Background: an optimization exercise with open tools, aiming at small area, a short achievable clock period and few clock cycles per item. Do not read the settings as production practice.
Power is estimated from default activity; no workload was simulated.

Setup of the reference run:
==> flow/design.v <==
module grn_step (input logic [68:0] v, output logic [68:0] y);
assign y[0] = v[40];
assign y[1] = v[40] & ~ v[32];
assign y[2] = v[35] & ~ (v[36] | v[6]);
assign y[3] = ((v[50] | v[33]) & v[36]) & ~ v[2];
assign y[4] = ~ (v[20] & 0);
assign y[5] = (v[48] | v[31]) & ~ (v[33] | v[36]);
assign y[6] = (v[7] | v[8]) & ~ v[21];
assign y[7] = v[17] & ~ (v[10] | v[32]);
assign y[8] = v[13] & ~ (v[21] | v[32]);
assign y[9] = v[46] & ~ v[47];
assign y[10] = v[31];
assign y[11] = v[42] & v[52];
assign y[12] = (v[4] | v[48] | v[26]) & ~ v[20];
assign y[13] = v[30];
assign y[14] = v[34];
assign y[15] = v[28];
assign y[16] = v[64];
assign y[17] = v[52] | v[16];
assign y[18] = v[15];
assign y[19] = v[59];
assign y[20] = ~ (v[14] | v[2]);
assign y[21] = (v[31] | v[48]) & ~ v[43];
assign y[22] = ~ v[23];
assign y[23] = (v[2] | (v[42] & v[52]));
assign y[24] = v[19] & ~ v[49];
assign y[25] = v[1] | v[29];
assign y[26] = ((v[4] | v[15]) & v[25]) & ~ v[20];
assign y[27] = (v[33] & v[2]) & ~ (v[20] | v[0]);
assign y[28] = v[38] | v[40];
assign y[29] = v[9] | v[51] | v[52];
assign y[30] = (v[3] | v[50] | v[9]) & ~ v[5];
assign y[31] = ~ v[22];
assign y[32] = (v[33] | v[44]) & ~ (v[20] | v[6]);
assign y[33] = (v[37] | v[25] | v[0]) & ~ v[27];
assign y[34] = v[11];
assign y[35] = (v[14] | v[39]) & ~ v[37];
assign y[36] = v[9] & ~ v[2];
assign y[37] = v[33] & ~ (v[31] | v[26]);
assign y[38] = v[9] | v[39];
assign y[39] = v[14] | v[19];
assign y[40] = v[52] & ~ v[41];
assign y[41] = v[31] | v[48];
assign y[42] = v[47];
assign y[43] = v[30];
assign y[44] = v[51] & ~ v[26];
assign y[45] = v[44] | v[31];
assign y[46] = v[33] | v[17];
assign y[47] = v[15] | v[52];
assign y[48] = v[24];
assign y[49] = v[48];
assign y[50] = v[7] & ~ v[5];
assign y[51] = v[57] & ~ v[45];
assign y[52] = v[54];
assign y[53] = (v[62] | v[65]) & ~ v[59];
assign y[54] = v[58];
assign y[55] = v[60] & ~ (v[63] | v[57]);
assign y[56] = (v[61] | v[63]) & ~ (v[62] | v[57] | v[60]);
assign y[57] = v[53];
assign y[58] = (v[63] | v[66]) & ~ v[62];
assign y[59] = v[58] | v[65] | v[31];
assign y[60] = v[65] | v[55];
assign y[61] = v[65] | v[58];
assign y[62] = v[53] | v[55];
assign y[63] = v[56] | v[64];
assign y[64] = v[63] & ~ v[57];
assign y[65] = (v[66] | v[54]) & ~ v[62];
assign y[66] = v[31];
assign y[67] = (v[18] & v[12]) & ~ (v[32] | v[6]);
assign y[68] = v[6];
endmodule
module grn_farm #(
	parameter VECTOR_SIZE = 69,
	parameter LS          = 2,          
	parameter LK          = 1,          
	parameter G           = 6,          
	parameter CL          = 4           
) (
	input  logic                   clk,
	input  logic                   rst,
	input  logic                   in_valid,
	input  logic [VECTOR_SIZE-1:0] in_conf,
	output logic                   in_ready,
	output logic                   out_valid,
	output logic [VECTOR_SIZE-1:0] out_conf,
	output logic [31:0]            out_transient,
	output logic [31:0]            out_length
);
localparam int S  = 1 << LS;
localparam int K  = 1 << LK;
localparam int LU = LS + LK;
localparam int CW = 32 - LU;             
localparam int CH = CW - CL;             
localparam int EW = 1 + (K - 1) * G;     
localparam logic [VECTOR_SIZE-1:0] CMP =
	~((VECTOR_SIZE'(1) << 4) | (VECTOR_SIZE'(1) << 43) | (VECTOR_SIZE'(1) << 66));
localparam logic [1:0] P_EMPTY = 2'd0;
localparam logic [1:0] P_ONE   = 2'd1;     
localparam logic [1:0] P_TWO   = 2'd2;     
localparam logic [1:0] P_DONE  = 2'd3;
logic [1:0]             ph [S];
logic [VECTOR_SIZE-1:0] A  [S];
logic [VECTOR_SIZE-1:0] B  [S];
logic [VECTOR_SIZE-1:0] C  [S];
logic [EW-1:0]          E  [S];     
logic [CL-1:0]          c1 [S];
logic [CL-1:0]          c2 [S];
logic                   own[S];     
logic                   rs [S];     
logic [LU-1:0]          u1 [S];
logic [LU-1:0]          dd [S];     
logic                   bw [S];     
logic                   fresh;      
logic                   busy;
logic [CH-1:0]          h1, h2;
logic                   tk_r, o1_r, o2_r;
logic [1:0]             ph_n [S];
logic [VECTOR_SIZE-1:0] A_n  [S];
logic [VECTOR_SIZE-1:0] B_n  [S];
logic [EW-1:0]          E_n  [S];
logic [LU-1:0]          u1_n [S];
logic [LU-1:0]          dd_n [S];
logic                   bw_n [S];
logic inc1, inc2, ov1, ov2, take, again;
assign inc1  = (ph_n[0] == P_ONE) && !fresh;
assign inc2  = (ph_n[0] == P_TWO);
assign ov1   = inc1 && (&c1[0]);
assign ov2   = inc2 && (&c2[0]);
assign take  = (ov1 || ov2) && !own[0] && !busy;
assign again = (ov1 || ov2) && !own[0] && busy;
genvar s, q;
generate
	for (s = 0; s < S; s = s + 1) begin : gen_stage
		localparam int SP = (s + S - 1) % S;    
		logic [VECTOR_SIZE-1:0] a  [K+1];
		logic [VECTOR_SIZE-1:0] b  [K+1];
		logic [VECTOR_SIZE-1:0] bh [K];
		assign a[0] = A[s];
		assign b[0] = B[s];
		for (q = 0; q < K; q = q + 1) begin : gen_sub
			grn_step step_a  (.v(a[q]),  .y(a[q+1]));
			grn_step step_b1 (.v(b[q]),  .y(bh[q]));
			grn_step step_b2 (.v(bh[q]), .y(b[q+1]));
			if (q == 0) begin : g_first
				if (s == 0) begin : g_s0
					assign E_n[s][0] = !((a[0] ^ b[0]) & CMP) && !fresh;
				end else begin : g_sn
					assign E_n[s][0] = !((a[0] ^ b[0]) & CMP);
				end
			end else begin : g_late
				genvar g;
				for (g = 0; g < G; g = g + 1) begin : gen_grp
					localparam int LO = g * VECTOR_SIZE / G;
					localparam int HI = (g + 1) * VECTOR_SIZE / G - 1;
					assign E_n[s][1 + (q - 1) * G + g] = !((a[q][HI:LO] ^ b[q][HI:LO]) & CMP[HI:LO]);
				end
			end
		end
		assign A_n[s] = a[K];
		assign B_n[s] = b[K];
		logic [K-1:0] meet;
		assign meet[0] = E[s][0];
		for (q = 1; q < K; q = q + 1) begin : gen_meet
			assign meet[q] = &E[s][1 + (q - 1) * G +: G];
		end
		always_comb begin
			logic [1:0] p;
			p       = ph[s];
			u1_n[s] = u1[s];
			dd_n[s] = dd[s];
			bw_n[s] = bw[s];
			for (int k = 0; k < K; k = k + 1) begin
				if (meet[k] && p == P_TWO) begin
					p       = P_DONE;
					dd_n[s] = LU'(K*SP + k) - u1_n[s];
					bw_n[s] = LU'(K*SP + k) < u1_n[s];
				end
				if (meet[k] && p == P_ONE) begin
					p       = P_TWO;
					u1_n[s] = LU'(K*SP + k);
				end
			end
			ph_n[s] = p;
		end
		if (s < S - 1) begin : g_pass
			always_ff @(posedge clk) begin
				if (rst) ph[s+1] <= P_EMPTY;
				else     ph[s+1] <= ph_n[s];
				A[s+1]  <= A_n[s];
				B[s+1]  <= B_n[s];
				C[s+1]  <= C[s];
				E[s+1]  <= E_n[s];
				if (s == 0) begin
					c1[s+1]  <= c1[s] + CL'(inc1);
					c2[s+1]  <= c2[s] + CL'(inc2);
					own[s+1] <= own[s] || take;
					rs[s+1]  <= rs[s] || again;
				end else begin
					c1[s+1]  <= c1[s];
					c2[s+1]  <= c2[s];
					own[s+1] <= own[s];
					rs[s+1]  <= rs[s];
				end
				u1[s+1] <= u1_n[s];
				dd[s+1] <= dd_n[s];
				bw[s+1] <= bw_n[s];
			end
		end
	end
endgenerate
logic [1:0] ph_ahead;
always_comb begin
	ph_ahead = ph_n[S-2];
	if (E_n[S-2][0] && ph_ahead == P_TWO)      ph_ahead = P_DONE;
	else if (E_n[S-2][0] && ph_ahead == P_ONE) ph_ahead = P_TWO;
end
logic free, restart, load;
logic [VECTOR_SIZE-1:0] new_conf;
assign in_ready = free;
assign load     = free || restart;
assign new_conf = restart ? C[S-1] : in_conf;
logic [CW-1:0] len_hi, len_dec;
assign len_hi  = {own[S-1] ? h2 : {CH{1'b0}}, c2[S-1]};
assign len_dec = len_hi - 1'b1;
always_ff @(posedge clk) begin
	if (rst) begin
		free      <= 1'b1;
		restart   <= 1'b0;
		busy      <= 1'b0;
		ph[0]     <= P_EMPTY;
		out_valid <= 1'b0;
	end else begin
		free      <= (ph_ahead == P_EMPTY) || (ph_ahead == P_DONE && !rs[S-2]);
		restart   <= (ph_ahead != P_EMPTY) && rs[S-2];
		busy      <= take || (busy && !(free && own[S-1] && ph_n[S-1] == P_DONE));
		ph[0]     <= load ? ((restart || in_valid) ? P_ONE : P_EMPTY) : ph_n[S-1];
		out_valid <= free && (ph_n[S-1] == P_DONE);
	end
	if (rst) begin
		tk_r <= 1'b0;
		o1_r <= 1'b0;
		o2_r <= 1'b0;
	end else begin
		tk_r <= take;
		o1_r <= ov1 && (take || own[0]);
		o2_r <= ov2 && (take || own[0]);
	end
	if (tk_r) begin
		h1 <= CH'(o1_r);
		h2 <= CH'(o2_r);
	end else begin
		h1 <= h1 + CH'(o1_r);
		h2 <= h2 + CH'(o2_r);
	end
	fresh <= load;
	if (load) begin
		A[0]   <= new_conf;
		B[0]   <= new_conf;
		C[0]   <= new_conf;
		E[0]   <= '0;
		c1[0]  <= '0;
		c2[0]  <= '0;
		own[0] <= 1'b0;
		rs[0]  <= 1'b0;
	end else begin
		A[0]   <= A_n[S-1];
		B[0]   <= B_n[S-1];
		C[0]   <= C[S-1];
		E[0]   <= E_n[S-1];
		c1[0]  <= c1[S-1];
		c2[0]  <= c2[S-1];
		own[0] <= own[S-1];
		rs[0]  <= rs[S-1];
	end
	u1[0] <= u1_n[S-1];
	dd[0] <= dd_n[S-1];
	bw[0] <= bw_n[S-1];
	out_conf      <= C[S-1];
	out_transient <= {own[S-1] ? h1 : {CH{1'b0}}, c1[S-1], u1_n[S-1]};
	out_length    <= {bw_n[S-1] ? len_dec : len_hi, dd_n[S-1]};
end
endmodule
clock: 5.0 ns
lec_check: 0
cap_margin: 20
core_margin: 2
core_utilization: 45
cts_cluster_diameter: 80
cts_cluster_size: 25
place_density: 0.6
setup_slack_margin: 2.9
slew_margin: 20
run.sh (not shown) runs the stock make flow with config.mk's settings and CLKGATE_MAP_FILE= SYNTH_SCRIPT=/design/flow/synth_recipe.tcl, a recipe that flattens the netlist after the stock synthesis.
## Diff of input files: the trial run against the reference run
diff --git a/flow/design.v b/flow/design.v
--- a/flow/design.v
+++ b/flow/design.v
@@ -91,10 +91,8 @@
 localparam int LU = LS + LK;
 localparam int CW = 32 - LU;             
 localparam int CH = CW - CL;             
 localparam int EW = 1 + (K - 1) * G;     
-localparam logic [VECTOR_SIZE-1:0] CMP =
-	~((VECTOR_SIZE'(1) << 4) | (VECTOR_SIZE'(1) << 43) | (VECTOR_SIZE'(1) << 66));
 localparam logic [1:0] P_EMPTY = 2'd0;
 localparam logic [1:0] P_ONE   = 2'd1;     
 localparam logic [1:0] P_TWO   = 2'd2;     
 localparam logic [1:0] P_DONE  = 2'd3;
@@ -112,9 +110,8 @@
 logic                   bw [S];     
 logic                   fresh;      
 logic                   busy;
 logic [CH-1:0]          h1, h2;
-logic                   tk_r, o1_r, o2_r;
 logic [1:0]             ph_n [S];
 logic [VECTOR_SIZE-1:0] A_n  [S];
 logic [VECTOR_SIZE-1:0] B_n  [S];
 logic [EW-1:0]          E_n  [S];
@@ -142,18 +139,18 @@
 			grn_step step_b1 (.v(b[q]),  .y(bh[q]));
 			grn_step step_b2 (.v(bh[q]), .y(b[q+1]));
 			if (q == 0) begin : g_first
 				if (s == 0) begin : g_s0
-					assign E_n[s][0] = !((a[0] ^ b[0]) & CMP) && !fresh;
+					assign E_n[s][0] = (a[0] == b[0]) && !fresh;
 				end else begin : g_sn
-					assign E_n[s][0] = !((a[0] ^ b[0]) & CMP);
+					assign E_n[s][0] = (a[0] == b[0]);
 				end
 			end else begin : g_late
 				genvar g;
 				for (g = 0; g < G; g = g + 1) begin : gen_grp
 					localparam int LO = g * VECTOR_SIZE / G;
 					localparam int HI = (g + 1) * VECTOR_SIZE / G - 1;
-					assign E_n[s][1 + (q - 1) * G + g] = !((a[q][HI:LO] ^ b[q][HI:LO]) & CMP[HI:LO]);
+					assign E_n[s][1 + (q - 1) * G + g] = (a[q][HI:LO] == b[q][HI:LO]);
 				end
 			end
 		end
 		assign A_n[s] = a[K];
@@ -235,23 +232,14 @@
 		busy      <= take || (busy && !(free && own[S-1] && ph_n[S-1] == P_DONE));
 		ph[0]     <= load ? ((restart || in_valid) ? P_ONE : P_EMPTY) : ph_n[S-1];
 		out_valid <= free && (ph_n[S-1] == P_DONE);
 	end
-	if (rst) begin
-		tk_r <= 1'b0;
-		o1_r <= 1'b0;
-		o2_r <= 1'b0;
-	end else begin
-		tk_r <= take;
-		o1_r <= ov1 && (take || own[0]);
-		o2_r <= ov2 && (take || own[0]);
-	end
-	if (tk_r) begin
-		h1 <= CH'(o1_r);
-		h2 <= CH'(o2_r);
-	end else begin
-		h1 <= h1 + CH'(o1_r);
-		h2 <= h2 + CH'(o2_r);
+	if (take) begin
+		h1 <= CH'(ov1);
+		h2 <= CH'(ov2);
+	end else if (own[0]) begin
+		h1 <= h1 + CH'(ov1);
+		h2 <= h2 + CH'(ov2);
 	end
 	fresh <= load;
 	if (load) begin
 		A[0]   <= new_conf;
## What came out
Per the comparison of the trial run with the reference run, area of the die up about 0.3%; total power flat; number of cells on the critical path up 8; buffer and inverter count on the worst path up 1; sequential share of layout area down 1.6 points.
The trial run ends up with a clock share of power that is 0.6 points lower than in the reference run.
Compared with the reference run, the trial run shows share of total power in sequential cells lower by 0.7 points.
Sort the reference run and the trial run by total of cells resized after clock tree synthesis, descending, and the trial run comes first.
In terms of number of sequential cells in the layout, the trial run and the reference run differ only marginally.
No functional check of the RTL was part of any run of this note.

## re-timing with driven ports
In the flow no input, the clock included, has a driving cell. The finished layouts below were timed again as built, in two steps. Step 1 (the two cells are an assumption about what drives the block):
set clk [get_ports {clk}]
set_driving_cell -lib_cell sky130_fd_sc_hd__clkbuf_16 $clk
set_driving_cell -lib_cell sky130_fd_sc_hd__buf_2 [delete_from_list [all_inputs] $clk]
Step 2, shift: input delay + t, output delay - t, t = (earliest + latest rising clock arrival at the registers) / 2. This alone moves slack from input paths to output paths. Slacks: no drivers / after step 1 / after step 2; pairs: no drivers / after step 1.
run | shift t [ns] | setup WS [ns] | worst hold slack (ns) | worst data-port slew with drivers (ns)
the reference run | 0.786 | 2.798 / 2.716 / 2.430 | 0.320 / 0.320 / 0.320 | 0.07
the trial run | 0.778 | 2.561 / 2.558 / 2.343 | 0.323 / 0.323 / 0.323 | 0.06
After both steps setup and hold are still met in every run listed. The setup slack of the reference run, which loses most, moves by -0.082 ns with the drivers and by -0.368 ns with both steps.
